From an optimization exercise on the open Yosys and OpenROAD flow, aimed at small area and a short achievable clock period; shortcuts taken in it are not production practice. Where RTL was checked, it was by simulation tests only, not by an equivalence proof against the original. The RTL of runs 1 to 4 was laid out without a check of its function. Power figures rest on the tool's default switching activity, not on a simulated workload.

`config.mk`:
```
export PLATFORM = sky130hd
export DESIGN_NAME = full_mult
export DESIGN_NICKNAME = full_mult
export VERILOG_FILES = /design/flow/design.v
export SDC_FILE = /design/flow/constraint.sdc
export NUM_CORES = 4
export LEC_CHECK = 0
export ABC_CLOCK_PERIOD_IN_PS = 4000
export CAP_MARGIN = 20
export CORE_MARGIN = 2
export CORE_UTILIZATION = 45
export PLACE_DENSITY = 0.6
export SETUP_SLACK_MARGIN = 5
export SLEW_MARGIN = 20
```
`constraint.sdc`:
```
create_clock -name core_clock -period 9.0 [get_ports {src_clk}]
set_input_delay 1.8000 -clock core_clock [delete_from_list [all_inputs] [get_ports {src_clk}]]
set_output_delay 1.8000 -clock core_clock [all_outputs]
set_load 0.01 [all_outputs]
```
`design.v`:
```
module mulhi8 (input [7:0] a, input [7:0] b, output [7:0] p);
    wire t1 = (a[0] & b[6]) ^ (a[1] & b[5]);
    wire t2 = (a[0] & b[6]) & (a[1] & b[5]);
    wire t3 = ~(a[0] & b[7]) ^ (a[1] & b[6]) ^ (a[2] & b[5]);
    wire t4 = (~(a[0] & b[7]) & (a[1] & b[6])) | (~(a[0] & b[7]) & (a[2] & b[5])) | ((a[1] & b[6]) & (a[2] & b[5]));
    wire t5 = (a[3] & b[4]) ^ (a[4] & b[3]);
    wire t6 = (a[3] & b[4]) & (a[4] & b[3]);
    wire t7 = ~(a[1] & b[7]) ^ (a[2] & b[6]) ^ (a[3] & b[5]);
    wire t8 = (~(a[1] & b[7]) & (a[2] & b[6])) | (~(a[1] & b[7]) & (a[3] & b[5])) | ((a[2] & b[6]) & (a[3] & b[5]));
    wire t9 = (a[4] & b[4]) ^ (a[5] & b[3]) ^ (a[6] & b[2]);
    wire t10 = ((a[4] & b[4]) & (a[5] & b[3])) | ((a[4] & b[4]) & (a[6] & b[2])) | ((a[5] & b[3]) & (a[6] & b[2]));
    wire t11 = ~(a[2] & b[7]) ^ (a[3] & b[6]) ^ (a[4] & b[5]);
    wire t12 = (~(a[2] & b[7]) & (a[3] & b[6])) | (~(a[2] & b[7]) & (a[4] & b[5])) | ((a[3] & b[6]) & (a[4] & b[5]));
    wire t13 = (a[0] & b[4]) ^ (a[1] & b[3]);
    wire t14 = (a[0] & b[4]) & (a[1] & b[3]);
    wire t15 = (a[0] & b[5]) ^ (a[1] & b[4]) ^ (a[2] & b[3]);
    wire t16 = ((a[0] & b[5]) & (a[1] & b[4])) | ((a[0] & b[5]) & (a[2] & b[3])) | ((a[1] & b[4]) & (a[2] & b[3]));
    wire t17 = (a[3] & b[2]) ^ (a[4] & b[1]);
    wire t18 = (a[3] & b[2]) & (a[4] & b[1]);
    wire t19 = t1 ^ (a[2] & b[4]) ^ (a[3] & b[3]);
    wire t20 = (t1 & (a[2] & b[4])) | (t1 & (a[3] & b[3])) | ((a[2] & b[4]) & (a[3] & b[3]));
    wire t21 = (a[4] & b[2]) ^ (a[5] & b[1]) ^ (a[6] & b[0]);
    wire t22 = ((a[4] & b[2]) & (a[5] & b[1])) | ((a[4] & b[2]) & (a[6] & b[0])) | ((a[5] & b[1]) & (a[6] & b[0]));
    wire t23 = t3 ^ t5 ^ (a[5] & b[2]);
    wire t24 = (t3 & t5) | (t3 & (a[5] & b[2])) | (t5 & (a[5] & b[2]));
    wire t25 = (a[6] & b[1]) ^ ~(a[7] & b[0]) ^ t2;
    wire t26 = ((a[6] & b[1]) & ~(a[7] & b[0])) | ((a[6] & b[1]) & t2) | (~(a[7] & b[0]) & t2);
    wire t27 = t7 ^ t9 ^ ~(a[7] & b[1]);
    wire t28 = (t7 & t9) | (t7 & ~(a[7] & b[1])) | (t9 & ~(a[7] & b[1]));
    wire t29 = 1'b1 ^ t4 ^ t6;
    wire t30 = (1'b1 & t4) | (1'b1 & t6) | (t4 & t6);
    wire t31 = t11 ^ (a[5] & b[4]) ^ (a[6] & b[3]);
    wire t32 = (t11 & (a[5] & b[4])) | (t11 & (a[6] & b[3])) | ((a[5] & b[4]) & (a[6] & b[3]));
    wire t33 = ~(a[7] & b[2]) ^ t8 ^ t10;
    wire t34 = (~(a[7] & b[2]) & t8) | (~(a[7] & b[2]) & t10) | (t8 & t10);
    wire t35 = ~(a[3] & b[7]) ^ (a[4] & b[6]) ^ (a[5] & b[5]);
    wire t36 = (~(a[3] & b[7]) & (a[4] & b[6])) | (~(a[3] & b[7]) & (a[5] & b[5])) | ((a[4] & b[6]) & (a[5] & b[5]));
    wire t37 = (a[6] & b[4]) ^ ~(a[7] & b[3]) ^ t12;
    wire t38 = ((a[6] & b[4]) & ~(a[7] & b[3])) | ((a[6] & b[4]) & t12) | (~(a[7] & b[3]) & t12);
    wire t39 = ~(a[4] & b[7]) ^ (a[5] & b[6]) ^ (a[6] & b[5]);
    wire t40 = (~(a[4] & b[7]) & (a[5] & b[6])) | (~(a[4] & b[7]) & (a[6] & b[5])) | ((a[5] & b[6]) & (a[6] & b[5]));
    wire t41 = (a[0] & b[3]) ^ (a[1] & b[2]);
    wire t42 = (a[0] & b[3]) & (a[1] & b[2]);
    wire t43 = t13 ^ (a[2] & b[2]) ^ (a[3] & b[1]);
    wire t44 = (t13 & (a[2] & b[2])) | (t13 & (a[3] & b[1])) | ((a[2] & b[2]) & (a[3] & b[1]));
    wire t45 = t15 ^ t17 ^ (a[5] & b[0]);
    wire t46 = (t15 & t17) | (t15 & (a[5] & b[0])) | (t17 & (a[5] & b[0]));
    wire t47 = t19 ^ t21 ^ t16;
    wire t48 = (t19 & t21) | (t19 & t16) | (t21 & t16);
    wire t49 = t23 ^ t25 ^ t20;
    wire t50 = (t23 & t25) | (t23 & t20) | (t25 & t20);
    wire t51 = t27 ^ t29 ^ t24;
    wire t52 = (t27 & t29) | (t27 & t24) | (t29 & t24);
    wire t53 = t31 ^ t33 ^ t28;
    wire t54 = (t31 & t33) | (t31 & t28) | (t33 & t28);
    wire t55 = t35 ^ t37 ^ t32;
    wire t56 = (t35 & t37) | (t35 & t32) | (t37 & t32);
    wire t57 = t39 ^ ~(a[7] & b[4]) ^ t36;
    wire t58 = (t39 & ~(a[7] & b[4])) | (t39 & t36) | (~(a[7] & b[4]) & t36);
    wire t59 = ~(a[5] & b[7]) ^ (a[6] & b[6]) ^ ~(a[7] & b[5]);
    wire t60 = (~(a[5] & b[7]) & (a[6] & b[6])) | (~(a[5] & b[7]) & ~(a[7] & b[5])) | ((a[6] & b[6]) & ~(a[7] & b[5]));
    wire t61 = (a[0] & b[2]) ^ (a[1] & b[1]);
    wire t62 = (a[0] & b[2]) & (a[1] & b[1]);
    wire t63 = t41 ^ (a[2] & b[1]) ^ (a[3] & b[0]);
    wire t64 = (t41 & (a[2] & b[1])) | (t41 & (a[3] & b[0])) | ((a[2] & b[1]) & (a[3] & b[0]));
    wire t65 = t43 ^ (a[4] & b[0]) ^ t42;
    wire t66 = (t43 & (a[4] & b[0])) | (t43 & t42) | ((a[4] & b[0]) & t42);
    wire t67 = t45 ^ t14 ^ t44;
    wire t68 = (t45 & t14) | (t45 & t44) | (t14 & t44);
    wire t69 = t47 ^ t18 ^ t46;
    wire t70 = (t47 & t18) | (t47 & t46) | (t18 & t46);
    wire t71 = t49 ^ t22 ^ t48;
    wire t72 = (t49 & t22) | (t49 & t48) | (t22 & t48);
    wire t73 = t51 ^ t26 ^ t50;
    wire t74 = (t51 & t26) | (t51 & t50) | (t26 & t50);
    wire t75 = t53 ^ t30 ^ t52;
    wire t76 = (t53 & t30) | (t53 & t52) | (t30 & t52);
    wire t77 = t55 ^ t34 ^ t54;
    wire t78 = (t55 & t34) | (t55 & t54) | (t34 & t54);
    wire t79 = t57 ^ t38 ^ t56;
    wire t80 = (t57 & t38) | (t57 & t56) | (t38 & t56);
    wire t81 = t59 ^ t40 ^ t58;
    wire t82 = (t59 & t40) | (t59 & t58) | (t40 & t58);
    wire t83 = ~(a[6] & b[7]) ^ ~(a[7] & b[6]) ^ t60;
    wire t84 = (~(a[6] & b[7]) & ~(a[7] & b[6])) | (~(a[6] & b[7]) & t60) | (~(a[7] & b[6]) & t60);
    wire [15:0] r0 = {1'b1, (a[7] & b[7]), t83, t81, t79, t77, t75, t73, t71, t69, t67, t65, t63, t61, (a[0] & b[1]), (a[0] & b[0])};
    wire [15:0] r1 = {1'b0, t84, t82, t80, t78, t76, t74, t72, t70, t68, t66, t64, t62, (a[2] & b[0]), (a[1] & b[0]), 1'b0};
    wire [15:0] s = r0 + r1;
    assign p = s[15:8];
endmodule
module full_mult
(
    input  [3:0] we,
    input  src_clk, rst,
    input  signed [7:0] data_m1_real, data_m1_imag, data_m2_real, data_m2_imag,
    input  [6:0] Dir_M1, Dir_M2,
    output signed [7:0] coefficient
);
reg [511:0] m1r, m1i, m2r, m2i;
integer w;
always @(posedge src_clk) begin
    for (w = 0; w < 64; w = w + 1) begin
        if (we[0] && Dir_M1[5:0] == w) m1r[8*w +: 8] <= data_m1_real;
        if (we[2] && Dir_M1[5:0] == w) m1i[8*w +: 8] <= data_m1_imag;
        if (we[1] && Dir_M2[5:0] == w) m2r[8*w +: 8] <= data_m2_real;
        if (we[3] && Dir_M2[5:0] == w) m2i[8*w +: 8] <= data_m2_imag;
    end
end
reg [6:0] n;
reg [7:0] ih, jh;    
always @(posedge src_clk or negedge rst) begin
    if (!rst) begin
        n  <= 7'd0;
        ih <= 8'd1;
        jh <= 8'd1;
    end else begin
        n  <= n + 7'd1;
        jh <= {jh[6:0], jh[7]};
        if (n[2:0] == 3'd7) ih <= {ih[6:0], ih[7]};
    end
end
reg [63:0] ar, ai, br, bi;
integer r;
always @(*) begin
    ar = 64'd0; ai = 64'd0; br = 64'd0; bi = 64'd0;
    for (r = 0; r < 8; r = r + 1) begin
        ar = ar | (m1r[64*r +: 64] & {64{ih[r]}});
        ai = ai | (m1i[64*r +: 64] & {64{ih[r]}});
        br = br | (m2r[64*r +: 64] & {64{jh[r]}});
        bi = bi | (m2i[64*r +: 64] & {64{jh[r]}});
    end
end
reg [63:0] s1_ar, s1_ai, s1_bx, s1_by;
reg s1_im;
always @(posedge src_clk) begin
    s1_ar <= ar;
    s1_ai <= ai;
    s1_bx <= n[6] ? bi : br;
    s1_by <= n[6] ? br : bi;
    s1_im <= n[6];
end
reg [63:0] s2_px, s2_py;
reg s2_im;
wire [63:0] px, py;
genvar g;
generate
    for (g = 0; g < 8; g = g + 1) begin : lane
        mulhi8 mx (.a(s1_ar[8*g +: 8]), .b(s1_bx[8*g +: 8]), .p(px[8*g +: 8]));
        mulhi8 my (.a(s1_ai[8*g +: 8]), .b(s1_by[8*g +: 8]), .p(py[8*g +: 8]));
    end
endgenerate
always @(posedge src_clk) begin
    s2_px <= px;
    s2_py <= py;
    s2_im <= s1_im;
end
reg [31:0] s3_x, s3_y;
reg s3_im;
integer q;
reg signed [8:0] sx, sy;
always @(posedge src_clk) begin
    for (q = 0; q < 4; q = q + 1) begin
        sx = $signed(s2_px[16*q +: 8]) + $signed(s2_px[16*q+8 +: 8]);
        sy = $signed(s2_py[16*q +: 8]) + $signed(s2_py[16*q+8 +: 8]);
        s3_x[8*q +: 8] <= sx[8:1];
        s3_y[8*q +: 8] <= sy[8:1];
    end
    s3_im <= s2_im;
end
reg signed [8:0] lx0, lx1, ly0, ly1, lx, ly;
reg [7:0] s4_x, s4_y;
reg s4_im;
always @(*) begin
    lx0 = $signed(s3_x[7:0])   + $signed(s3_x[15:8]);
    lx1 = $signed(s3_x[23:16]) + $signed(s3_x[31:24]);
    ly0 = $signed(s3_y[7:0])   + $signed(s3_y[15:8]);
    ly1 = $signed(s3_y[23:16]) + $signed(s3_y[31:24]);
    lx  = $signed(lx0[8:1]) + $signed(lx1[8:1]);
    ly  = $signed(ly0[8:1]) + $signed(ly1[8:1]);
end
always @(posedge src_clk) begin
    s4_x  <= lx[8:1];
    s4_y  <= ly[8:1];
    s4_im <= s3_im;
end
reg signed [8:0] fin;
reg [7:0] s5;
always @(*) begin
    if (s4_im) fin = $signed(s4_x) + $signed(s4_y);
    else       fin = $signed(s4_x) - $signed(s4_y);
end
always @(posedge src_clk)
    s5 <= fin[8:1];
assign coefficient = s5;
endmodule
```
`run.sh`:
```
#!/bin/bash
# synth_recipe.tcl (not shown) runs the flow's synth.tcl, then flattens the netlist and writes it again
# the make line also repeats each setting of config.mk as NAME=value (left out here)
make -C /OpenROAD-flow-scripts/flow DESIGN_CONFIG=/design/flow/config.mk WORK_HOME=/design/flow/orfs CLKGATE_MAP_FILE= SYNTH_SCRIPT=/design/flow/synth_recipe.tcl finish
```
==> results.cfg, run 1 <==
[synthesis]
synth_seq_cells = 2547
synthCells = 8417
yosys_warnings = 1
syn_avg_cell_area_um2 = 13.7
ys.flop_type = edfxtp_1
yosysTopAreaCell = edfxtp_1
synthTopCellsByArea = edfxtp_1 (53%), fa_1 (10%), dfxtp_1 (8.3%), a22oi_1 (6.7%), ha_1 (4.6%)
synth_cell_types = 65
synth_sequential_area_ratio = 0.621
synth_edf_count = 2048
async_flop_share = 0.00903
yosysMostFrequentCell = edfxtp_1
synth_area_mm2 = 0.115
synthTopCellsByCount = edfxtp_1 (2,048), a22oi_1 (1,025), inv_1 (864), fa_1 (575), nand2_1 (572)
yosysTopAreaCellShare = 0.533
synth_fp_nets = 9472

[flow_run]
maxCapViolations = 0

[floorplan]
coreArea_mm2 = 0.254
die_y_um = 510
die_w_um = 510
num_rows = 185
die-area_mm2 = 0.260
initial_core_util = 0.453
pin_count = 60

[finish]
nFillCells = 20900
drive_above_1_share = 0.138
areaGrowthSynthToFinish_pct = 15.1
finalInstanceArea_mm2 = 0.133
multi_input_area_mm2 = 0.0412
ff_latch_area_mm2 = 0.0723
layout.nets = 9816
utilization = 0.522
layout.cells.non_filler = 12400

[pwr]
pwr-share-seq = 0.523
p_comb_frac = 0.011
ir_worst_vdd_mv = 0.245
switchingPower_mw = 4.86
switching_share = 0.200
power_density_mw_per_mm2 = 183
p_leak_nw = 48.5
pwr-share-clk = 0.466
p_int_mw = 19.5

[worst_setup_path]
path_class = flop to flop
cp-startpoint = s1_bx[53]$_DFF_P_
worstPathRequired_ns = 9.77
start_kind = flop
r2r_start = s1_bx[53]$_DFF_P_
cp-end-kind = flop
critical_path_arrival_ns = 5.24
r2r_slack_ns = 4.53
critPathMaxFanout = 8

[global_route]
grt.overflow.total = 0
antenna_found_initial = 29
track_usage = 0.234
grt_max_degree = 97
grt_pass1_wl_um = 453000
grt_pass1_vias = 71100

[timing]
worst_pin_slew_ns = 1.17
fmax_mhz = 224
min_period_ns = 4.47
relSlewSlack = 0.216
setup-violations-final = 0
timing.final.ws_setup_ns = 4.53
period_share = 0.497
finalSetupTns_ns = 0
slew_viol_final = 0
fin_skew_ns = 0.102
rsz0062_at_grt = yes
hold_viol = 0

[cts]
insertion_delay_ns = 0.96
clkSlewWorstSetupHoldPaths_ns = 0.06
clock_sinks = 2547
cts_tree = done
ctsHtreeMaxLevel = 5
root_buffer = clkbuf_16
holdBufCountCts = 0
cts_made_buffers = 290
clockBufferDepth = 4

[placement]
port-buffer-count = 57
gp_congestion = 0.864
placed_area_mm2 = 0.120
hpwl_um = 196000
pre_cts_slack_ns = 4.02
dp.cells = 11600

[route]
ant_nets = 0
wl_um = 307000
drc_errors = 0
drt_iter0_drc = 6631
wl_per_cell_um = 24.8
viasPerCell = 5.63
via_count = 69600
drt-pass1-iter-count = 6

[hold_path]
hold_start = s2_im$_DFF_P_
min_path_type = flop to flop

[status]
status = finished clean
per-stage QoR:
step,hold slack (ns),power (mW)
2_1_floorplan,0.310,13.1
3_3_place_gp,0.311,13.3
3_5_place_dp,0.313,13.3
4_1_cts,0.326,24.5
5_1_grt,0.331,25.0
6_report,0.326,24.3
power groups by stage:
stage | clock (mW) | sequential, mW | combinational [mW]
after floorplan | 0 | 13.0 | 0.0386
after global placement | 0 | 13.0 | 0.245
after detailed placement | 0 | 13.0 | 0.256
after CTS | 11.5 | 12.8 | 0.255
after global routing | 11.9 | 12.7 | 0.276
final | 11.3 | 12.7 | 0.260
placed cells by master (no fill, tap or decap), types with 37 or more instances in the layout:
cell type  count
a21oi_1      216
and2_1       451
clkbuf_1      55
edfxtp_1    2048
xnor2_1      107
nand2_1      545
ha_4          40
nor2_1       475
fa_1         570
a22oi_1     1024
ha_1         384
o21ai_0       55
and4_1        68
nand4_1      208
dfxtp_1      273
dfxtp_4      165
clkinv_2      40
nand3_1       37
inv_1        846
xor2_1        49
clkbuf_16    295
buf_4        256
dfxtp_2       38
clkinv_1      50
state kept, by name (all words and copies together), names as in the netlist, 32 cells and up:
register and cells:
m1i 512, m1r 512, m2i 512, m2r 512, s1_ai 64, s1_ar 64, s1_bx 64, s1_by 64
s2_px 64, s2_py 64, s3_x 32, s3_y 32
area by class of cell:
class                   count  area share
repair buffers            322      0.0193
diodes                     18    0.000339
inverters                 864      0.0245
flip-flops and latches   2547       0.545
clock buffers             363      0.0585
multi-input cells        4736       0.311
clock inverters           142     0.00991
well taps                3366      0.0317
layer usage:
| layer | vias up | GRT usage | routed length [um] |
|---|---|---|---|
| met4 | 6 | 0.0821 | 11100 |
| met1 | 35500 | 0.315 | 127000 |
| met2 | 2452 | 0.385 | 147000 |
| met3 | 512 | 0.0406 | 21300 |
| met5 | - | 0 | 34 |
| li1 | 31100 | - | - |
cells by family (layout without fill, tap and decap cells):
logic type	after synthesis	in the layout	synth area share
DFF	2547	2547	0.621
AOI/OAI and AO/OA	1567	1567	0.0964
other	0	18	0
buffers and inverters	1134	1691	0.0369
muxes	17	17	0.00166
xor gates and xnor gates	170	170	0.0129
adders and majority gates	1003	1003	0.146
and+or+nand+nor	1979	1979	0.0849
what timing repair did:
action | 4_1_cts | 5_1_grt
pin swaps | 137 | 121
resized for setup | 432 | 228
buffers inserted | 123 | 86
setup endpoints to repair | 104 | 157
critical path: stages (launching register included):
cell	delay (ns)
dfxtp_4	0.37
and2_4	0.16
fa_1	0.47
fa_1	0.52
inv_2	0.04
fa_1	0.48
inv_1	0.05
fa_1	0.45
ha_2	0.23
a2111oi_4	0.18
o21ai_1	0.12
o22a_1	0.24
a211o_1	0.33
a2111oi_4	0.37
a21oi_2	0.10
xor2_2	0.22
worst paths after layout:
path,end,cells past startpoint
max,s2_px[54]$_DFF_P_,15
min,s3_im$_DFF_P_,0
max reg2reg,s2_px[54]$_DFF_P_,15
min reg2reg,s3_im$_DFF_P_,0
max in group asynchronous,n[6]$_DFF_PN0_,2
min in group asynchronous,jh[4]$_DFF_PN0_,2
==> run 2, diff against run 1 <==
--- a/design.v
+++ b/design.v
@@ -1,4 +1,4 @@
-module mulhi8 (input [7:0] a, input [7:0] b, output [7:0] p);
+module mulcs8 (input [7:0] a, input [7:0] b, output [7:0] h0, output [7:0] h1, output c);
     wire t1 = (a[0] & b[6]) ^ (a[1] & b[5]);
     wire t2 = (a[0] & b[6]) & (a[1] & b[5]);
     wire t3 = ~(a[0] & b[7]) ^ (a[1] & b[6]) ^ (a[2] & b[5]);
@@ -85,8 +85,10 @@
     wire t84 = (~(a[6] & b[7]) & ~(a[7] & b[6])) | (~(a[6] & b[7]) & t60) | (~(a[7] & b[6]) & t60);
     wire [15:0] r0 = {1'b1, (a[7] & b[7]), t83, t81, t79, t77, t75, t73, t71, t69, t67, t65, t63, t61, (a[0] & b[1]), (a[0] & b[0])};
     wire [15:0] r1 = {1'b0, t84, t82, t80, t78, t76, t74, t72, t70, t68, t66, t64, t62, (a[2] & b[0]), (a[1] & b[0]), 1'b0};
-    wire [15:0] s = r0 + r1;
-    assign p = s[15:8];
+    wire [8:0] lo = r0[7:0] + r1[7:0];
+    assign h0 = r0[15:8];
+    assign h1 = r1[15:8];
+    assign c = lo[8];
 endmodule
 module full_mult
 (
@@ -97,26 +99,52 @@
     output signed [7:0] coefficient
 );
 reg [511:0] m1r, m1i, m2r, m2i;
+reg [3:0] wr_we;
+reg [5:0] wr_a1, wr_a2;
+reg [7:0] wr_d1r, wr_d1i, wr_d2r, wr_d2i;
+always @(posedge src_clk) begin
+    wr_we  <= we;
+    wr_a1  <= Dir_M1[5:0];
+    wr_a2  <= Dir_M2[5:0];
+    wr_d1r <= data_m1_real;
+    wr_d1i <= data_m1_imag;
+    wr_d2r <= data_m2_real;
+    wr_d2i <= data_m2_imag;
+end
 integer w;
 always @(posedge src_clk) begin
-    for (w = 0; w < 64; w = w + 1) begin
+    for (w = 0; w < 8; w = w + 1) begin
         if (we[0] && Dir_M1[5:0] == w) m1r[8*w +: 8] <= data_m1_real;
         if (we[2] && Dir_M1[5:0] == w) m1i[8*w +: 8] <= data_m1_imag;
         if (we[1] && Dir_M2[5:0] == w) m2r[8*w +: 8] <= data_m2_real;
         if (we[3] && Dir_M2[5:0] == w) m2i[8*w +: 8] <= data_m2_imag;
     end
+    for (w = 8; w < 64; w = w + 1) begin
+        if (wr_we[0] && wr_a1 == w) m1r[8*w +: 8] <= wr_d1r;
+        if (wr_we[2] && wr_a1 == w) m1i[8*w +: 8] <= wr_d1i;
+        if (wr_we[1] && wr_a2 == w) m2r[8*w +: 8] <= wr_d2r;
+        if (wr_we[3] && wr_a2 == w) m2i[8*w +: 8] <= wr_d2i;
+    end
 end
 reg [6:0] n;
-reg [7:0] ih, jh;    
+reg [7:0] ih, jh, ih2, jh2;
+reg sw;
+wire [6:0] n_next = n + 7'd1;
 always @(posedge src_clk or negedge rst) begin
     if (!rst) begin
-        n  <= 7'd0;
-        ih <= 8'd1;
-        jh <= 8'd1;
+        n   <= 7'd0;
+        ih  <= 8'd1;
+        jh  <= 8'd1;
+        ih2 <= 8'd1;
+        jh2 <= 8'd1;
+        sw  <= 1'b0;
     end else begin
-        n  <= n + 7'd1;
-        jh <= {jh[6:0], jh[7]};
+        n   <= n_next;
+        jh  <= {jh[6:0], jh[7]};
         if (n[2:0] == 3'd7) ih <= {ih[6:0], ih[7]};
+        ih2 <= 8'd1 << n_next[5:3];
+        jh2 <= 8'd1 << n_next[2:0];
+        if (n[5:0] == 6'd63) sw <= ~sw;
     end
 end
 reg [63:0] ar, ai, br, bi;
@@ -125,9 +153,9 @@
     ar = 64'd0; ai = 64'd0; br = 64'd0; bi = 64'd0;
     for (r = 0; r < 8; r = r + 1) begin
         ar = ar | (m1r[64*r +: 64] & {64{ih[r]}});
-        ai = ai | (m1i[64*r +: 64] & {64{ih[r]}});
+        ai = ai | (m1i[64*r +: 64] & {64{ih2[r]}});
         br = br | (m2r[64*r +: 64] & {64{jh[r]}});
-        bi = bi | (m2i[64*r +: 64] & {64{jh[r]}});
+        bi = bi | (m2i[64*r +: 64] & {64{jh2[r]}});
     end
 end
 reg [63:0] s1_ar, s1_ai, s1_bx, s1_by;
@@ -135,24 +163,36 @@
 always @(posedge src_clk) begin
     s1_ar <= ar;
     s1_ai <= ai;
-    s1_bx <= n[6] ? bi : br;
+    s1_bx <= sw ? bi : br;
     s1_by <= n[6] ? br : bi;
     s1_im <= n[6];
 end
-reg [63:0] s2_px, s2_py;
+reg [63:0] s2_hx0, s2_hx1, s2_hy0, s2_hy1;
+reg [7:0]  s2_cx, s2_cy;
 reg s2_im;
-wire [63:0] px, py;
+wire [63:0] hx0, hx1, hy0, hy1;
+wire [7:0]  cx, cy;
 genvar g;
 generate
     for (g = 0; g < 8; g = g + 1) begin : lane
-        mulhi8 mx (.a(s1_ar[8*g +: 8]), .b(s1_bx[8*g +: 8]), .p(px[8*g +: 8]));
-        mulhi8 my (.a(s1_ai[8*g +: 8]), .b(s1_by[8*g +: 8]), .p(py[8*g +: 8]));
+        mulcs8 mx (.a(s1_ar[8*g +: 8]), .b(s1_bx[8*g +: 8]),
+                   .h0(hx0[8*g +: 8]), .h1(hx1[8*g +: 8]), .c(cx[g]));
+        mulcs8 my (.a(s1_ai[8*g +: 8]), .b(s1_by[8*g +: 8]),
+                   .h0(hy0[8*g +: 8]), .h1(hy1[8*g +: 8]), .c(cy[g]));
     end
 endgenerate
 always @(posedge src_clk) begin
-    s2_px <= px;
-    s2_py <= py;
-    s2_im <= s1_im;
+    s2_hx0 <= hx0; s2_hx1 <= hx1; s2_cx <= cx;
+    s2_hy0 <= hy0; s2_hy1 <= hy1; s2_cy <= cy;
+    s2_im  <= s1_im;
+end
+reg [63:0] px, py;
+integer k;
+always @(*) begin
+    for (k = 0; k < 8; k = k + 1) begin
+        px[8*k +: 8] = s2_hx0[8*k +: 8] + s2_hx1[8*k +: 8] + s2_cx[k];
+        py[8*k +: 8] = s2_hy0[8*k +: 8] + s2_hy1[8*k +: 8] + s2_cy[k];
+    end
 end
 reg [31:0] s3_x, s3_y;
 reg s3_im;
@@ -160,34 +200,33 @@
 reg signed [8:0] sx, sy;
 always @(posedge src_clk) begin
     for (q = 0; q < 4; q = q + 1) begin
-        sx = $signed(s2_px[16*q +: 8]) + $signed(s2_px[16*q+8 +: 8]);
-        sy = $signed(s2_py[16*q +: 8]) + $signed(s2_py[16*q+8 +: 8]);
+        sx = $signed(px[16*q +: 8]) + $signed(px[16*q+8 +: 8]);
+        sy = $signed(py[16*q +: 8]) + $signed(py[16*q+8 +: 8]);
         s3_x[8*q +: 8] <= sx[8:1];
         s3_y[8*q +: 8] <= sy[8:1];
     end
     s3_im <= s2_im;
 end
-reg signed [8:0] lx0, lx1, ly0, ly1, lx, ly;
-reg [7:0] s4_x, s4_y;
+reg signed [8:0] lx0, lx1, ly0, ly1;
+reg [31:0] s4;
 reg s4_im;
 always @(*) begin
     lx0 = $signed(s3_x[7:0])   + $signed(s3_x[15:8]);
     lx1 = $signed(s3_x[23:16]) + $signed(s3_x[31:24]);
     ly0 = $signed(s3_y[7:0])   + $signed(s3_y[15:8]);
     ly1 = $signed(s3_y[23:16]) + $signed(s3_y[31:24]);
-    lx  = $signed(lx0[8:1]) + $signed(lx1[8:1]);
-    ly  = $signed(ly0[8:1]) + $signed(ly1[8:1]);
-end
-always @(posedge src_clk) begin
-    s4_x  <= lx[8:1];
-    s4_y  <= ly[8:1];
+end
+always @(posedge src_clk) begin
+    s4    <= {ly1[8:1], ly0[8:1], lx1[8:1], lx0[8:1]};
     s4_im <= s3_im;
 end
-reg signed [8:0] fin;
+reg signed [8:0] lx, ly, fin;
 reg [7:0] s5;
 always @(*) begin
-    if (s4_im) fin = $signed(s4_x) + $signed(s4_y);
-    else       fin = $signed(s4_x) - $signed(s4_y);
+    lx = $signed(s4[7:0])   + $signed(s4[15:8]);
+    ly = $signed(s4[23:16]) + $signed(s4[31:24]);
+    if (s4_im) fin = $signed(lx[8:1]) + $signed(ly[8:1]);
+    else       fin = $signed(lx[8:1]) - $signed(ly[8:1]);
 end
 always @(posedge src_clk)
     s5 <= fin[8:1];
--- a/config.mk
+++ b/config.mk
@@ -8,7 +8,10 @@
 export ABC_CLOCK_PERIOD_IN_PS = 4000
 export CAP_MARGIN = 20
 export CORE_MARGIN = 2
-export CORE_UTILIZATION = 45
-export PLACE_DENSITY = 0.6
+export CORE_UTILIZATION = 60
+export CTS_BUF_LIST = sky130_fd_sc_hd__clkbuf_16
+export CTS_CLUSTER_DIAMETER = 60
+export CTS_CLUSTER_SIZE = 30
+export PLACE_DENSITY = 0.75
 export SETUP_SLACK_MARGIN = 5
 export SLEW_MARGIN = 20
==> results.cfg, run 2 <==
[synthesis]
synth_seq_cells = 2740
async_flop_share = 0.0146
yosys_warnings = 1
synth_fp_nets = 9493
yosysTopAreaCellShare = 0.517
synth_area_mm2 = 0.119
synthCells = 8418
synthTopCellsByCount = edfxtp_1 (2,048), a22oi_1 (1,024), inv_1 (758), dfxtp_1 (652), fa_1 (607)
synth_sequential_area_ratio = 0.635
synthTopCellsByArea = edfxtp_1 (52%), dfxtp_1 (11%), fa_1 (10%), a22oi_1 (6.5%), ha_1 (4.4%)
ys.flop_type = edfxtp_1
yosysTopAreaCell = edfxtp_1
syn_avg_cell_area_um2 = 14.1
synth_cell_types = 53
yosysMostFrequentCell = edfxtp_1
synth_edf_count = 2048

[floorplan]
die_w_um = 449
die_y_um = 449
initial_core_util = 0.603
coreArea_mm2 = 0.197
die-area_mm2 = 0.202
num_rows = 163
pin_count = 60

[worst_setup_path]
critical_path_arrival_ns = 4.42
cp.buffers_inverters = 4
cpMostUsedCell = inv_1
r2r_end = s5[7]$_DFF_P_
worstPathRequired_ns = 9.74
slowest_stage = fa_1
critPathMaxFanout = 2
r2r_cells = 15
cp-end-kind = flop
r2r_slack_ns = 5.31
path_delay_family = adder cells
cp-startpoint = s4[17]$_DFF_P_
r2r_start = s4[17]$_DFF_P_
path_cells = inv_1 -> fa_1 -> xnor2_2 -> inv_1 -> ha_1 -> mux2_2 -> inv_1 -> fa_1 -> inv_1 -> a21o_1 -> a21oi_1 -> o21ai_1 -> o41ai_1 -> xnor2_1 -> xnor2_1
start_kind = flop
path_class = flop to flop
cpPeakStageDelay_ns = 0.48

[global_route]
antenna_found_initial = 28
grt_pass1_wl_um = 443000
track_usage = 0.296
grt_max_degree = 78
grt_pass1_vias = 69800
grt.overflow.total = 0

[finish]
drive_above_1_share = 0.0504
final_cell_mix = edfxtp_1 (2,048), a22oi_1 (1,024), inv_1 (765)
areaGrowthSynthToFinish_pct = 7.84
final_common_cell = edfxtp_1
layout.nets = 9456

[placement]
hpwl_um = 197000
gp_congestion = 0.898
port-buffer-count = 57
pre_cts_slack_ns = 4.87

[route]
wl_um = 299000
ant_nets = 0
viasPerCell = 6.19
wl_per_cell_um = 26.7
via_count = 69200
drc_errors = 0
drt_iter0_drc = 8350
drt-pass1-iter-count = 7

[timing]
period_share = 0.410
relSlewSlack = 0.165
fmax_mhz = 271
setup-violations-final = 0
finalSetupTns_ns = 0
timing.final.ws_setup_ns = 5.31
slew_viol_final = 0
fin_skew_ns = 0.0558
worst_pin_slew_ns = 1.25
hold_viol = 0
rsz0062_at_grt = no
min_period_ns = 3.69

[hold_path]
hold-path-cell-count = 0
min_path_type = flop to flop
hold_start = s1_im$_DFF_P_
holdPathEnd = s2_im$_DFF_P_

[cts]
cts_made_buffers = 158
cts_tree = done
clkSlewWorstSetupHoldPaths_ns = 0.10
ctsHtreeMaxLevel = 4
clock_sinks = 2740
root_buffer = clkbuf_16
clockBufferDepth = 3
insertion_delay_ns = 0.87

[pwr]
ir_worst_vdd_mv = 0.284
p_leak_nw = 46.6
power_density_mw_per_mm2 = 193

[flow_run]
maxCapViolations = 0

[status]
status = finished clean
-- run 2: cell types whose count changed after synthesis, sizes merged, moves of 63 or more --
cell	previous run	this run
inv	864	759
buf	18	81
nand2	572	500
and2	487	565
dfxtp	476	652
nor2	499	435
-- run 2: cell type report --
class	count	area, um^2
Sequential cell	2740	75700
Fill cell	13700	69000
Multi-Input combinational cell	4638	39500
Clock buffer	163	4080
Tap cell	2640	3300
Inverter	759	2850
Clock inverter	133	1940
Timing Repair Buffer	84	793
Antenna cell	15	37.5
-- run 2: worst max path at each step --
stage,end,slack [ns],cells past startpoint
final,s5[7]$_DFF_P_,5.31,15
after global routing,s5[7]$_DFF_P_,5.08,15
after CTS,s5[7]$_DFF_P_,5.15,15
after detailed placement,m2r[4]$_DFFE_PP_,4.87,4
after global placement,m2i[39]$_DFFE_PP_,4.77,4
after floorplan,s2_cx[3]$_DFF_P_,5.82,12
-- run 2: cell families (layout without fill, tap and decap cells) --
logic type,count (synthesis),in the layout,share of synthesized area
fa+ha+maj,1023,1023,0.146
compound gates,1568,1568,0.0924
buf+inv,1040,1139,0.0328
other cells,0,15,0
mux,17,17,0.00161
xor+xnor,170,170,0.0126
flops,2740,2740,0.635
simple gates,1860,1860,0.0792
-- run 2: through the flow --
| step | std cells | area [um^2] | power, mW | util | hold WS [ns] |
|---|---|---|---|---|---|
| finish | 11200 | 128000 | 24.7 | 0.650 | 0.335 |
| global route | 11200 | 128000 | 25.4 | 0.650 | 0.340 |
| CTS | 11200 | 128000 | 24.7 | 0.650 | 0.335 |
| detailed placement | 10900 | 122000 | 16.3 | 0.619 | 0.312 |
| global placement | 10900 | 122000 | 16.3 | 0.619 | 0.313 |
| floorplan | 8418 | 119000 | 15.5 | - | 0.310 |
-- run 2: where the power goes --
group | internal [mW] | leakage (nW) | switching [mW]
clock | 3.91 | 2.93 | 4.71
combinational | 0.794 | 19.4 | 1.29
sequential | 13.8 | 24.3 | 0.228
-- run 2: repair_timing --
action	CTS	global route
hold endpoints to repair	0	0
setup buffers	0	0
gates resized for setup	1	2
endpoints found under the setup margin	1	2
hold buffers	0	0
-- run 2: routing by layer --
metal | GRT usage | share of wire
met2 | 0.474 | 0.47
met5 | 0 | 0.00039
met3 | 0.0673 | 0.11
met4 | 0.140 | 0.053
met1 | 0.388 | 0.37
==> run 3, diff against run 2 <==
--- a/design.v
+++ b/design.v
@@ -220,15 +220,17 @@
     s4    <= {ly1[8:1], ly0[8:1], lx1[8:1], lx0[8:1]};
     s4_im <= s3_im;
 end
-reg signed [8:0] lx, ly, fin;
+wire [7:0] fa = s4[7:0], fb = s4[15:8];
+wire [7:0] fc = s4[23:16] ^ {8{~s4_im}}, fd = s4[31:24] ^ {8{~s4_im}};
+wire e1 = s4[0] ^ s4[8];
+wire e2 = s4[16] ^ s4[24];
+wire signed [10:0] se1 = {10'd0, e1}, se2 = {10'd0, e2};
+wire signed [10:0] fk = s4_im ? -se1 - se2 : 11'sd2 - se1 + se2;
+reg signed [10:0] fsum;
 reg [7:0] s5;
-always @(*) begin
-    lx = $signed(s4[7:0])   + $signed(s4[15:8]);
-    ly = $signed(s4[23:16]) + $signed(s4[31:24]);
-    if (s4_im) fin = $signed(lx[8:1]) + $signed(ly[8:1]);
-    else       fin = $signed(lx[8:1]) - $signed(ly[8:1]);
-end
+always @(*)
+    fsum = $signed(fa) + $signed(fb) + $signed(fc) + $signed(fd) + fk;
 always @(posedge src_clk)
-    s5 <= fin[8:1];
+    s5 <= fsum[9:2];
 assign coefficient = s5;
 endmodule
==> results.cfg, run 3 <==
[status]
status = finished clean

[cts]
cts_tree = done
ctsHtreeMaxLevel = 4
clkSlewWorstSetupHoldPaths_ns = 0.09
holdBufCountCts = 0
root_buffer = clkbuf_16
clockBufferDepth = 3
insertion_delay_ns = 0.89
clock_sinks = 2740
cts_made_buffers = 159

[timing]
rsz0062_at_grt = no
slew_viol_final = 0
fin_skew_ns = 0.0677
finalSetupTns_ns = 0
relSlewSlack = 0.159
setup-violations-final = 0
hold_viol = 0
timing.final.ws_setup_ns = 5.29
min_period_ns = 3.71
whs_ns = 0.340
fmax_mhz = 270
period_share = 0.412
worst_pin_slew_ns = 1.26

[worst_setup_path]
critical_path_arrival_ns = 4.41
r2r_start = s4_im$_DFF_P_
cp-endpoint = s5[7]$_DFF_P_
r2r_end = s5[7]$_DFF_P_
critPathMaxFanout = 12
r2r_cells = 14
worstPathRequired_ns = 9.70
r2r_slack_ns = 5.29
path_class = flop to flop
cp-end-kind = flop
start_kind = flop
cp-startpoint = s4_im$_DFF_P_

[finish]
layout.cells.non_filler = 11500
final_cell_mix = edfxtp_1 (2,048), a22oi_1 (1,024), inv_1 (892)
final_common_cell = edfxtp_1
areaGrowthSynthToFinish_pct = 7.61
layout.nets = 9809
drive_above_1_share = 0.0468

[synthesis]
yosysTopAreaCellShare = 0.511
syn_avg_cell_area_um2 = 13.7
ys.flop_type = edfxtp_1
synth_area_mm2 = 0.120
synthTopCellsByArea = edfxtp_1 (51%), dfxtp_1 (11%), fa_1 (10%), a22oi_1 (6.4%), ha_1 (4.2%)
synth_cell_types = 54
synth_sequential_area_ratio = 0.628
yosysMostFrequentCell = edfxtp_1
synth_edf_count = 2048
synthTopCellsByCount = edfxtp_1 (2,048), a22oi_1 (1,024), inv_1 (877), nand2_1 (653), dfxtp_1 (652)
synthCells = 8768
synth_fp_nets = 9855
async_flop_share = 0.0146
yosys_warnings = 1
yosysTopAreaCell = edfxtp_1
synth_seq_cells = 2740

[placement]
port-buffer-count = 57
gp_congestion = 0.903
pre_cts_slack_ns = 4.77
hpwl_um = 201000
dp.cells = 11200

[floorplan]
die_w_um = 452
pin_count = 60
die_y_um = 452
coreArea_mm2 = 0.199
die-area_mm2 = 0.204
initial_core_util = 0.603
num_rows = 164

[pwr]
switchingPower_mw = 6.31
ir_worst_vdd_mv = 0.234
p_leak_nw = 47.0
power_density_mw_per_mm2 = 190
pwr-share-seq = 0.570
pwr-share-clk = 0.344
p_int_mw = 18.3
switching_share = 0.256
p_comb_frac = 0.086

[hold_path]
min_path_type = flop to flop
hold-path-cell-count = 0

[global_route]
grt_max_degree = 85
antenna_found_initial = 28
grt.overflow.total = 0
grt_pass1_vias = 72100
grt_pass1_wl_um = 452000
track_usage = 0.299

[route]
ant_nets = 0
wl_per_cell_um = 26.5
wl_um = 306000
drt-pass1-iter-count = 8
drt_iter0_drc = 8245
via_count = 72000
drc_errors = 0
viasPerCell = 6.25

[flow_run]
maxCapViolations = 0
==> run 3: cells by family after synthesis <==
kind of cell,share of synthesized area
AOI/OAI and AO/OA,0.0940
xor gates and xnor gates,0.00684
adders and majority gates,0.147
buffers and inverters,0.0370
DFF,0.628
muxes,0.00175
and+or+nand+nor,0.0854
==> run 3: layer usage <==
layer | global-route usage | up-vias | share of wire
met1 | 0.390 | 36100 | 0.36
met2 | 0.485 | 3930 | 0.48
met4 | 0.138 | 12 | 0.051
met3 | 0.0625 | 630 | 0.11
li1 | - | 31300 | -
met5 | 0 | - | 0.00021
==> run 3: how the worst min path moves through the flow <==
stage | endpoint | from | slack (ns)
floorplan | s2_im$_DFF_P_ | s1_im$_DFF_P_ | 0.31
global placement | s2_im$_DFF_P_ | s1_im$_DFF_P_ | 0.31
detailed placement | s2_im$_DFF_P_ | s1_im$_DFF_P_ | 0.32
CTS | s2_im$_DFF_P_ | s1_im$_DFF_P_ | 0.34
global route | s4_im$_DFF_P_ | s3_im$_DFF_P_ | 0.35
finish | s4_im$_DFF_P_ | s3_im$_DFF_P_ | 0.34
==> run 3: area by class of cell <==
type | count | area (um^2)
timing repair buffer | 92 | 843
sequential | 2740 | 75700
multi-input combinational | 4850 | 40300
clock buffer | 163 | 4080
fill | 13900 | 70000
clock inverter | 130 | 1830
inverter | 879 | 3300
tap | 2656 | 3320
antenna | 14 | 35.0
==> run 3: worst max-delay path, cell delays in order (launching register included) <==
cell and delay, ns:
dfxtp_4 0.41, buf_4 0.15, xor2_1 0.17, fa_1 0.49
inv_1 0.05, fa_1 0.48, inv_1 0.06, fa_1 0.48
inv_1 0.07, fa_1 0.39, a21o_1 0.20, a211oi_2 0.21
nor2_1 0.09, o41ai_2 0.23, xnor2_1 0.11
==> run 3: power groups by stage <==
| stage | Sequential (mW) | Clock, mW | Combinational [mW] |
|---|---|---|---|
| 5_1_grt | 14.1 | 8.94 | 2.31 |
| 3_3_place_gp | 14.3 | 0 | 2.03 |
| 6_report | 14.0 | 8.48 | 2.11 |
| 3_5_place_dp | 14.3 | 0 | 2.07 |
| 4_1_cts | 14.0 | 8.53 | 2.08 |
| 2_1_floorplan | 14.2 | 0 | 1.21 |
==> run 3: what timing repair did <==
item | 4_1_cts | 5_1_grt
endpoints found under the hold margin | 0 | 0
gates resized for setup | 1 | 1
setup endpoints to repair | 3 | 2
setup buffers | 0 | 6
cloned | 0 | 0
==> run 3: through the flow <==
stage	instance area, um^2	total power, mW	utilization
5_1_grt	129000	25.3	0.649
2_1_floorplan	120000	15.4	-
3_3_place_gp	123000	16.3	0.619
6_report	129000	24.6	0.649
4_1_cts	129000	24.7	0.648
3_5_place_dp	123000	16.4	0.619
==> run 4, diff against run 3 <==
==> config.mk (replaced) <==
export PLATFORM = sky130hd
export DESIGN_NAME = full_mult
export DESIGN_NICKNAME = full_mult
export VERILOG_FILES = /design/flow/design.v
export SDC_FILE = /design/flow/constraint.sdc
export NUM_CORES = 4
export LEC_CHECK = 0
export CAP_MARGIN = 20
export CORE_MARGIN = 2
export CORE_UTILIZATION = 70
export CTS_BUF_LIST = sky130_fd_sc_hd__clkbuf_16
export CTS_CLUSTER_DIAMETER = 60
export CTS_CLUSTER_SIZE = 30
export PLACE_DENSITY = 0.85
export SETUP_SLACK_MARGIN = 5
export SLEW_MARGIN = 20
==> results.cfg, run 4 <==
[finish]
final_common_cell = edfxtp_1
multi_input_area_mm2 = 0.0403
drive_above_1_share = 0.0449
final_cell_mix = edfxtp_1 (2,048), a22oi_1 (1,024), inv_1 (894)
nFillCells = 9466
layout.nets = 9803
areaGrowthSynthToFinish_pct = 6.83
ff_latch_area_mm2 = 0.0757

[pwr]
p_comb_frac = 0.090
p_leak_nw = 46.8
pwr-share-clk = 0.333
p_int_mw = 18.1
switching_share = 0.255
switchingPower_mw = 6.21
power_density_mw_per_mm2 = 189
ir_worst_vdd_mv = 0.235
pwr-share-seq = 0.577

[cts]
holdBufCountCts = 0
cts_made_buffers = 151
clock_sinks = 2740
ctsHtreeMaxLevel = 4
insertion_delay_ns = 0.89
clockBufferDepth = 3
cts_tree = done
root_buffer = clkbuf_16
clkSlewWorstSetupHoldPaths_ns = 0.08

[synthesis]
yosysTopAreaCell = edfxtp_1
ys.flop_type = edfxtp_1
synth_sequential_area_ratio = 0.628
synth_edf_count = 2048
yosys_warnings = 1
yosysTopAreaCellShare = 0.511
async_flop_share = 0.0146
synth_area_mm2 = 0.120
syn_avg_cell_area_um2 = 13.7
synthTopCellsByCount = edfxtp_1 (2,048), a22oi_1 (1,024), inv_1 (877), nand2_1 (653), dfxtp_1 (652)
synthTopCellsByArea = edfxtp_1 (51%), dfxtp_1 (11%), fa_1 (10%), a22oi_1 (6.4%), ha_1 (4.2%)
synth_seq_cells = 2740
synth_fp_nets = 9855
synthCells = 8768
synth_cell_types = 54
yosysMostFrequentCell = edfxtp_1

[worst_setup_path]
path_delay_family = adder cells
path_class = flop to flop
path_cells = buf_12 -> xor2_1 -> fa_1 -> fa_1 -> inv_1 -> fa_1 -> and3_1 -> fa_1 -> a21o_1 -> a211oi_2 -> nor2_1 -> o41ai_2 -> xnor2_1
cpPeakStageDelay_ns = 0.51
start_kind = flop
worstPathRequired_ns = 9.71
cp.buffers_inverters = 2
cp-end-kind = flop
cpMostUsedCell = fa_1
critical_path_arrival_ns = 4.45
slowest_stage = fa_1
critPathMaxFanout = 8

[global_route]
grt_max_degree = 70
grt_pass1_wl_um = 457000
grt_pass1_vias = 74700
track_usage = 0.357
antenna_found_initial = 37
grt.overflow.total = 0

[timing]
hold_viol = 0
period_share = 0.416
min_period_ns = 3.74
rsz0062_at_grt = no
fin_skew_ns = 0.0607
slew_viol_final = 0
fmax_mhz = 267
timing.final.ws_setup_ns = 5.26
relSlewSlack = 0.163
worst_pin_slew_ns = 1.25
setup-violations-final = 0
finalSetupTns_ns = 0

[floorplan]
die_w_um = 419
pin_count = 60
num_rows = 152
coreArea_mm2 = 0.171
initial_core_util = 0.703
die-area_mm2 = 0.175
die_y_um = 419

[route]
wl_per_cell_um = 28.0
drt_iter0_drc = 11000
ant_nets = 0
wl_um = 311000
drt-pass1-iter-count = 7
viasPerCell = 6.69
via_count = 74300
drc_errors = 0

[placement]
port-buffer-count = 57
gp_congestion = 0.910
hpwl_um = 201000
pre_cts_slack_ns = 4.65

[hold_path]
min_path_type = flop to flop

[status]
status = finished clean

[flow_run]
maxCapViolations = 0
## run 4: cell counts after synthesis
No cell type changed its count.
## run 4: cells by family after synthesis
| kind of cell | Yosys count | share of synthesized area |
|---|---|---|
| mux | 20 | 0.00175 |
| flops | 2740 | 0.628 |
| xor+xnor | 94 | 0.00684 |
| fa+ha+maj | 1035 | 0.147 |
| compound gates | 1603 | 0.0940 |
| simple gates | 2098 | 0.0854 |
| buf+inv | 1178 | 0.0370 |
## run 4: layer usage
layer | GRT usage | vias to the layer above | share of wire | routed length, um
met5 | 0 | - | 0.00066 | 205
met4 | 0.223 | 30 | 0.073 | 22700
met3 | 0.105 | 1057 | 0.13 | 40900
met2 | 0.560 | 5429 | 0.46 | 144000
met1 | 0.438 | 36500 | 0.33 | 102000
li1 | - | 31300 | - | -
## run 4: power by group through the flow
stage                     sequential (mW)  clock, mW  combinational [mW]
after CTS                            14.0       8.09                2.10
after global placement               14.3          0                2.01
final                                14.0       8.10                2.18
after detailed placement             14.3          0                2.08
after floorplan                      14.2          0                1.21
after global routing                 14.1       8.53                2.35
## run 4: cell type report
| cell class | count | area share |
|---|---|---|
| timing repair buffer | 94 | 0.00668 |
| antenna | 28 | 0.000545 |
| clock buffer | 155 | 0.0302 |
| multi-input combinational | 4850 | 0.314 |
| inverter | 879 | 0.0257 |
| sequential | 2740 | 0.589 |
| tap | 2233 | 0.0217 |
| clock inverter | 124 | 0.0122 |
## run 4: what timing repair did
item                                    4_1_cts  5_1_grt
endpoints found under the setup margin        3        1
pin swaps                                     0        0
endpoints found under the hold margin         0        0
gates resized for setup                       2        0
buffers inserted                              0        5
## run 4: path summary, 6_finish.rpt
check | slack [ns] | to | start | cells past startpoint
setup / recovery | 5.26 | s5[7]$_DFF_P_ | s4_im$_DFF_P_ | 13
hold / removal | 0.33 | s4_im$_DFF_P_ | s3_im$_DFF_P_ | 0
setup reg to reg | 5.26 | s5[7]$_DFF_P_ | s4_im$_DFF_P_ | 13
hold reg to reg | 0.33 | s4_im$_DFF_P_ | s3_im$_DFF_P_ | 0
max in group asynchronous | 7.58 | ih[1]$_DFFE_PN0N_ | rst | 1
min in group asynchronous | 0.92 | ih2[5]$_DFF_PN0_ | rst | 1
## run 4: through the flow
step	utilization	instance area, um^2	instances	hold WS, ns	power [mW]
floorplan	-	120000	8768	0.310	15.4
detailed placement	0.718	123000	10800	0.312	16.4
global placement	0.718	123000	10800	0.312	16.3
finish	0.751	129000	11100	0.328	24.3
global route	0.751	128000	11100	0.343	24.9
CTS	0.750	128000	11100	0.327	24.2
==> run 5, diff against run 4 <==
--- a/design.v
+++ b/design.v
@@ -207,30 +207,29 @@
     end
     s3_im <= s2_im;
 end
-reg signed [8:0] lx0, lx1, ly0, ly1;
-reg [31:0] s4;
+reg signed [8:0] lx0, lx1, ly0, ly1, lx, ly;
+reg [7:0] s4_x, s4_y;
 reg s4_im;
 always @(*) begin
     lx0 = $signed(s3_x[7:0])   + $signed(s3_x[15:8]);
     lx1 = $signed(s3_x[23:16]) + $signed(s3_x[31:24]);
     ly0 = $signed(s3_y[7:0])   + $signed(s3_y[15:8]);
     ly1 = $signed(s3_y[23:16]) + $signed(s3_y[31:24]);
-end
-always @(posedge src_clk) begin
-    s4    <= {ly1[8:1], ly0[8:1], lx1[8:1], lx0[8:1]};
+    lx  = $signed(lx0[8:1]) + $signed(lx1[8:1]);
+    ly  = $signed(ly0[8:1]) + $signed(ly1[8:1]);
+end
+always @(posedge src_clk) begin
+    s4_x  <= lx[8:1];
+    s4_y  <= ly[8:1];
     s4_im <= s3_im;
 end
-wire [7:0] fa = s4[7:0], fb = s4[15:8];
-wire [7:0] fc = s4[23:16] ^ {8{~s4_im}}, fd = s4[31:24] ^ {8{~s4_im}};
-wire e1 = s4[0] ^ s4[8];
-wire e2 = s4[16] ^ s4[24];
-wire signed [10:0] se1 = {10'd0, e1}, se2 = {10'd0, e2};
-wire signed [10:0] fk = s4_im ? -se1 - se2 : 11'sd2 - se1 + se2;
-reg signed [10:0] fsum;
+reg signed [8:0] fin;
 reg [7:0] s5;
-always @(*)
-    fsum = $signed(fa) + $signed(fb) + $signed(fc) + $signed(fd) + fk;
+always @(*) begin
+    if (s4_im) fin = $signed(s4_x) + $signed(s4_y);
+    else       fin = $signed(s4_x) - $signed(s4_y);
+end
 always @(posedge src_clk)
-    s5 <= fsum[9:2];
+    s5 <= fin[8:1];
 assign coefficient = s5;
 endmodule
--- a/config.mk
+++ b/config.mk
@@ -5,12 +5,13 @@
 export SDC_FILE = /design/flow/constraint.sdc
 export NUM_CORES = 4
 export LEC_CHECK = 0
+export ABC_CLOCK_PERIOD_IN_PS = 4000
 export CAP_MARGIN = 20
 export CORE_MARGIN = 2
-export CORE_UTILIZATION = 70
+export CORE_UTILIZATION = 60
 export CTS_BUF_LIST = sky130_fd_sc_hd__clkbuf_16
 export CTS_CLUSTER_DIAMETER = 60
 export CTS_CLUSTER_SIZE = 30
-export PLACE_DENSITY = 0.85
+export PLACE_DENSITY = 0.75
 export SETUP_SLACK_MARGIN = 5
 export SLEW_MARGIN = 20
==> results.cfg, run 5 <==
[finish]
final_cell_mix = edfxtp_1 (2,048), a22oi_1 (1,024), inv_1 (747)
drive_above_1_share = 0.0489
finalInstanceArea_mm2 = 0.129
final_common_cell = edfxtp_1
layout.nets = 9630
areaGrowthSynthToFinish_pct = 7.76

[worst_setup_path]
cp.buffers_inverters = 1
worstPathRequired_ns = 7.20
r2r_start = s1_by[29]$_DFF_P_
r2r_cells = 10
critical_path_arrival_ns = 1.69
path_class = flop to primary output
critPathMaxFanout = 1
r2r_end = s2_cy[3]$_DFF_P_
cp-end-kind = primary output
slowest_stage = clkdlybuf4s50_1
start_kind = flop
path_delay_family = buffers and inverters
cpPeakStageDelay_ns = 0.53
path_cells = clkdlybuf4s50_1
r2r_slack_ns = 5.60

[pwr]
p_leak_nw = 46.7
p_int_mw = 18.6
power_density_mw_per_mm2 = 196
pwr-share-clk = 0.346
switchingPower_mw = 6.70
pwr-share-seq = 0.554
switching_share = 0.265
p_comb_frac = 0.099
ir_worst_vdd_mv = 0.382

[cts]
cts_resized = 0
holdBufCountCts = 0
clockBufferDepth = 3
cts_made_buffers = 161
root_buffer = clkbuf_16
clock_sinks = 2724
insertion_delay_ns = 0.91
post_cts_buffers = 0
ctsHtreeMaxLevel = 4
cts_tree = done
clkSlewWorstSetupHoldPaths_ns = 0.09

[timing]
fmax_mhz = 286
relSlewSlack = 0.188
setup-violations-final = 0
finalSetupTns_ns = 0
fin_skew_ns = 0.0693
rsz0062_at_grt = no
worst_pin_slew_ns = 1.21
slew_viol_final = 0
hold_viol = 0
period_share = 0.388
min_period_ns = 3.49

[hold_path]
holdPathEnd = s4_im$_DFF_P_
hold-path-cell-count = 0
min_path_type = flop to flop
hold_start = s3_im$_DFF_P_

[synthesis]
synthTopCellsByArea = edfxtp_1 (51%), dfxtp_1 (11%), fa_1 (10%), a22oi_1 (6.4%), ha_1 (4.3%)
synth_fp_nets = 9657
yosys.area_share.simple = 0.0904
synthMuxAreaShare = 0.00143
ys.flop_type = edfxtp_1
yosysTopAreaCell = edfxtp_1
yosys_warnings = 1
synth_sequential_area_ratio = 0.629
yosysMostFrequentCell = edfxtp_1
synthTopCellsByCount = edfxtp_1 (2,048), a22oi_1 (1,024), inv_1 (744), and2_1 (638), dfxtp_1 (636)
synth-compound-area-share = 0.0909
synthCells = 8582
async_flop_share = 0.0147
yosysTopAreaCellShare = 0.514
synth_seq_cells = 2724
synthXorXnorAreaFrac = 0.0110
synth_top_family_by_area = adder cells
syn_avg_cell_area_um2 = 13.9
synth_edf_count = 2048
synth_cell_types = 55
synth_area_mm2 = 0.120
synth_fa_ha_area_frac = 0.145

[global_route]
grt.overflow.total = 0
grt_pass1_wl_um = 448000
track_usage = 0.298
grt_pass1_vias = 71500
antenna_found_initial = 26
grt_max_degree = 85

[floorplan]
die_w_um = 451
num_rows = 163
pin_count = 60
die_y_um = 451
coreArea_mm2 = 0.198
die-area_mm2 = 0.203
initial_core_util = 0.605

[placement]
gp_congestion = 0.903
placed_area_mm2 = 0.123
hpwl_um = 197000
port-buffer-count = 57

[route]
via_count = 71200
wl_per_cell_um = 26.7
wl_um = 303000
drc_errors = 0
viasPerCell = 6.28
drt_iter0_drc = 9092
ant_nets = 0
drt-pass1-iter-count = 7

[status]
status = finished clean

[flow_run]
maxCapViolations = 0
-- run 5: cell types whose count changed after synthesis, moves of 38 or more --
cell | previous run | this run
a21boi_1 | 42 | 0
and2_1 | 454 | 638
buf_2 | 24 | 94
clkbuf_1 | 176 | 99
inv_1 | 877 | 744
nand2_1 | 653 | 538
nor2_1 | 517 | 479
xnor2_1 | 66 | 104
-- run 5: metal layers --
metal  global-route usage  vias up  part of all wire
met5                    0        -           0.00041
met4                0.153       12             0.058
met3               0.0664      614              0.11
met2                0.468     3885              0.47
met1                0.392    35800              0.37
li1                     -    30900                 -
-- run 5: how the worst max path moves through the flow --
| stage | from | to | slack [ns] | cells past startpoint |
|---|---|---|---|---|
| after global placement | Dir_M1[5] | m1r[12]$_DFFE_PP_ | 4.84 | 4 |
| after CTS | s5[2]$_DFF_P_ | coefficient[2] | 5.44 | 1 |
| after detailed placement | Dir_M2[5] | m2i[58]$_DFFE_PP_ | 4.85 | 4 |
| after global routing | s5[2]$_DFF_P_ | coefficient[2] | 5.43 | 1 |
| after floorplan | Dir_M1[5] | m1r[0]$_DFFE_PP_ | 5.86 | 3 |
| final | s5[2]$_DFF_P_ | coefficient[2] | 5.51 | 1 |
-- run 5: kinds of logic after synthesis --
group                    Yosys count
AND/OR/NAND/NOR                 2125
buffers and inverters           1010
XOR/XNOR                         151
adder cells (fa/ha/maj)         1023
multiplexers                      16
AO/OA/AOI/OAI                   1533
flip-flops                      2724
-- run 5: layout make-up --
cell class,count,area (um^2)
clock inverter,139,2100
clock buffer,162,4050
inverter,745,2800
tap,2640,3300
multi-input combinational,4848,40600
timing repair buffer,75,721
fill,13800,68800
antenna,9,22.5
sequential,2724,75400
-- run 5: power by group through the flow --
stage               sequential (mW)  combinational, mW  clock (mW)
floorplan                      14.1               1.47           0
global placement               14.3               2.29           0
detailed placement             14.3               2.39           0
CTS                            14.0               2.41        8.81
global route                   14.0               2.66        9.25
finish                         14.0               2.50        8.75
-- run 5: per-stage QoR --
step | total power [mW] | instances | worst slack, ns | hold slack [ns] | utilization
after floorplan | 15.6 | 8582 | 5.86 | 0.310 | -
after global placement | 16.6 | 11000 | 4.84 | 0.312 | 0.620
after detailed placement | 16.7 | 11000 | 4.85 | 0.313 | 0.620
after CTS | 25.2 | 11300 | 5.44 | 0.335 | 0.652
after global routing | 25.9 | 11300 | 5.43 | 0.340 | 0.652
final | 25.3 | 11300 | 5.51 | 0.334 | 0.652
==> run 6, diff against run 5 <==
==> flow/run.sh (new file) <==
#!/bin/bash
set -euo pipefail
export SETUP_SLACK_MARGIN=6
export BUFFER_PORTS_ARGS="-buffer_cell sky130_fd_sc_hd__buf_4"
bash standard.sh > standard.log 2>&1
==> standard.sh (new file) <==
#!/bin/bash
# synth_recipe.tcl (not shown) runs the flow's synth.tcl, then flattens the netlist and writes it again
# the make line also repeats each setting of config.mk as NAME=value (left out here)
make -C /OpenROAD-flow-scripts/flow DESIGN_CONFIG=/design/flow/config.mk WORK_HOME=/design/flow/orfs CLKGATE_MAP_FILE= SYNTH_SCRIPT=/design/flow/synth_recipe.tcl "${@:-finish}"
--- a/config.mk
+++ b/config.mk
@@ -5,7 +5,6 @@
 export SDC_FILE = /design/flow/constraint.sdc
 export NUM_CORES = 4
 export LEC_CHECK = 0
-export ABC_CLOCK_PERIOD_IN_PS = 4000
 export CAP_MARGIN = 20
 export CORE_MARGIN = 2
 export CORE_UTILIZATION = 60
@@ -13,5 +12,4 @@
 export CTS_CLUSTER_DIAMETER = 60
 export CTS_CLUSTER_SIZE = 30
 export PLACE_DENSITY = 0.75
-export SETUP_SLACK_MARGIN = 5
 export SLEW_MARGIN = 20
removed: run.sh
==> results.cfg, run 6 <==
[synthesis]
yosysTopAreaCell = edfxtp_1
synth_top_family_by_area = adder cells
synth_area_mm2 = 0.120
synthCells = 8582
syn_avg_cell_area_um2 = 13.9
ys.flop_type = edfxtp_1
synth-compound-area-share = 0.0909
synth_cell_types = 55
synth_sequential_area_ratio = 0.629
synth_edf_count = 2048
synthTopCellsByCount = edfxtp_1 (2,048), a22oi_1 (1,024), inv_1 (744), and2_1 (638), dfxtp_1 (636)
yosysTopAreaCellShare = 0.514
yosys_warnings = 1
synthMuxAreaShare = 0.00143
yosys.area_share.simple = 0.0904
async_flop_share = 0.0147
synthTopCellsByArea = edfxtp_1 (51%), dfxtp_1 (11%), fa_1 (10%), a22oi_1 (6.4%), ha_1 (4.3%)
synthXorXnorAreaFrac = 0.0110
yosysMostFrequentCell = edfxtp_1
synth_fp_nets = 9657
synth_fa_ha_area_frac = 0.145
synth_seq_cells = 2724

[route]
drt_iter0_drc = 8431
top_layer = met5
drc_errors = 0
wl_per_cell_um = 26.6
viasPerCell = 6.24
via_count = 71200
wl_met2_um = 144000
ant_nets = 0
dr_wl_met3_um = 31000
wl_um = 303000
drt-pass1-iter-count = 9
wl_met1_um = 113000

[timing]
finalSetupTns_ns = 0
min_period_ns = 3.27
relSlewSlack = 0.176
fin_skew_ns = 0.0865
rsz0062_at_grt = yes
hold_viol = 0
slew_viol_final = 0
worst_pin_slew_ns = 1.23
fmax_mhz = 305
period_share = 0.364
setup-violations-final = 0

[floorplan]
coreArea_mm2 = 0.198
die_y_um = 451
die-area_mm2 = 0.203
num_rows = 163
die_w_um = 451
pin_count = 60
initial_core_util = 0.605

[cts]
ctsHtreeMaxLevel = 4
insertion_delay_ns = 0.89
cts_made_buffers = 161
root_buffer = clkbuf_16
clkSlewWorstSetupHoldPaths_ns = 0.08
cts_tree = done
clockBufferDepth = 3
holdBufCountCts = 0
clock_sinks = 2724

[finish]
drive_above_1_share = 0.0794
layout.nets = 9676
areaGrowthSynthToFinish_pct = 8.27
final_common_cell = edfxtp_1
finalInstanceArea_mm2 = 0.130
final_cell_mix = edfxtp_1 (2,048), a22oi_1 (1,024), inv_1 (758)
utilization = 0.655

[placement]
gp_congestion = 0.896
placed_area_mm2 = 0.123
port-buffer-count = 57
hpwl_um = 196000

[worst_setup_path]
path_class = flop to flop
critical_path_arrival_ns = 4.00
path_delay_family = adder cells
worstPathRequired_ns = 9.73
cp-end-kind = flop
r2r_slack_ns = 5.73
path_cells = and2_4 -> fa_1 -> inv_2 -> fa_1 -> fa_1 -> inv_2 -> fa_2 -> ha_4 -> a21oi_2 -> o21ai_2
cp.buffers_inverters = 2
cpPeakStageDelay_ns = 0.57
cpMostUsedCell = fa_1
r2r_cells = 10
slowest_stage = fa_2
crit_cells = 10
critPathMaxFanout = 2
start_kind = flop

[global_route]
grt_pass1_vias = 71500
track_usage = 0.298
grt_pass1_wl_um = 447000
grt.overflow.total = 0
antenna_found_initial = 21
grt_max_degree = 100

[flow_run]
maxCapViolations = 0

[hold_path]
hold-path-cell-count = 0
min_path_type = flop to flop

[pwr]
p_leak_nw = 47.0
power_density_mw_per_mm2 = 193
ir_worst_vdd_mv = 0.492
p_total_mw = 25.0

[status]
status = finished clean
-- run 6: cell types whose count changed in the layout (fill, tap and decap cells not counted), moves of 21 or more --
cell and delta:
clkdlybuf4s50_1 -56, o21ai_0 -23, buf_4 +97, dfxtp_4 +39
o21ai_1 +21, dfxtp_1 -106, dfxtp_2 +67
-- run 6: layout make-up --
| class | count | area (um^2) |
|---|---|---|
| Inverter | 745 | 2800 |
| Multi-Input combinational cell | 4848 | 40900 |
| Clock inverter | 139 | 1840 |
| Antenna cell | 15 | 37.5 |
| Clock buffer | 163 | 4080 |
| Tap cell | 2640 | 3300 |
| Sequential cell | 2724 | 75700 |
| Timing Repair Buffer | 121 | 958 |
| Fill cell | 13800 | 68200 |
-- run 6: timing repair --
item	in CTS	in global routing
gates cloned	0	0
endpoints found under the setup margin	27	49
pin swaps	8	29
buffers inserted	30	20
resized for setup	122	105
-- run 6: cell families (layout without fill, tap and decap cells) --
family	Yosys count	after routing
muxes	16	16
AOI/OAI and AO/OA	1533	1533
xor gates and xnor gates	151	151
buffers and inverters	1010	1168
and+or+nand+nor	2125	2125
adders and majority gates	1023	1023
DFF	2724	2724
other	0	15
-- run 6: power by group --
group / leakage (nW) / switching, mW / internal [mW]
combinational: 19.9 / 1.52 / 0.931
clock: 2.92 / 4.68 / 3.86
sequential: 24.2 / 0.284 / 13.7
-- run 6: final timing paths --
kind                              startpoint          endpoint
hold / removal                 s1_im$_DFF_P_     s2_im$_DFF_P_
max in group asynchronous                rst  jh2[5]$_DFF_PN0_
setup / recovery           s1_bx[38]$_DFF_P_  s2_cx[4]$_DFF_P_
min in group asynchronous                rst  ih2[2]$_DFF_PN0_
setup reg to reg           s1_bx[38]$_DFF_P_  s2_cx[4]$_DFF_P_
hold reg to reg                s1_im$_DFF_P_     s2_im$_DFF_P_
-- run 6: routing by layer --
| metal | vias up | global-route usage |
|---|---|---|
| li1 | 31000 | - |
| met1 | 35800 | 0.389 |
| met2 | 3702 | 0.482 |
| met3 | 612 | 0.0665 |
| met4 | 4 | 0.130 |
| met5 | - | 0 |
-- run 6: stage by stage --
| step | instances | hold WS, ns | worst slack (ns) |
|---|---|---|---|
| final | 11400 | 0.330 | 5.73 |
| after global routing | 11400 | 0.337 | 5.66 |
| after CTS | 11400 | 0.332 | 5.69 |
| after detailed placement | 11000 | 0.312 | 5.21 |
| after global placement | 11000 | 0.313 | 5.18 |
| after floorplan | 8582 | 0.310 | 5.98 |

-- re-timing with driven ports --
The flow's constraints put no driver on any port. The routed layouts listed below were extracted and timed again, unchanged, in two steps. Step 1 sets driving cells, clkbuf_16 on the clock port and buf_2 on the other inputs (assumed; they add their load-dependent delay and slew). Step 2 times the ports against the registers' clock, not the clock port: input delays grow and output delays shrink by t, the midpoint of the rising clock arrivals with the driver on. Three values: no drivers, after step 1, after step 2; two values: the first two.
run	t, ns	slack for setup (ns)	latest minus earliest clock arrival (ns)	pins driven straight from the clock port
run 1	1.002	4.529 / 4.529 / 4.057	0.103 / 0.103	1
run 2	0.941	5.313 / 5.313 / 4.822	0.066 / 0.066	1
run 3	0.946	5.292 / 5.291 / 4.746	0.077 / 0.077	1
run 4	0.947	5.258 / 5.255 / 4.716	0.061 / 0.061	1
run 5	0.959	5.506 / 5.419 / 4.795	0.072 / 0.072	1
run 6	0.933	5.725 / 5.725 / 5.169	0.091 / 0.091	1
After both steps every run listed still meets setup and hold. The setup slack of run 5, which loses most, moves by -0.087 ns with the drivers and by -0.711 ns with both steps.
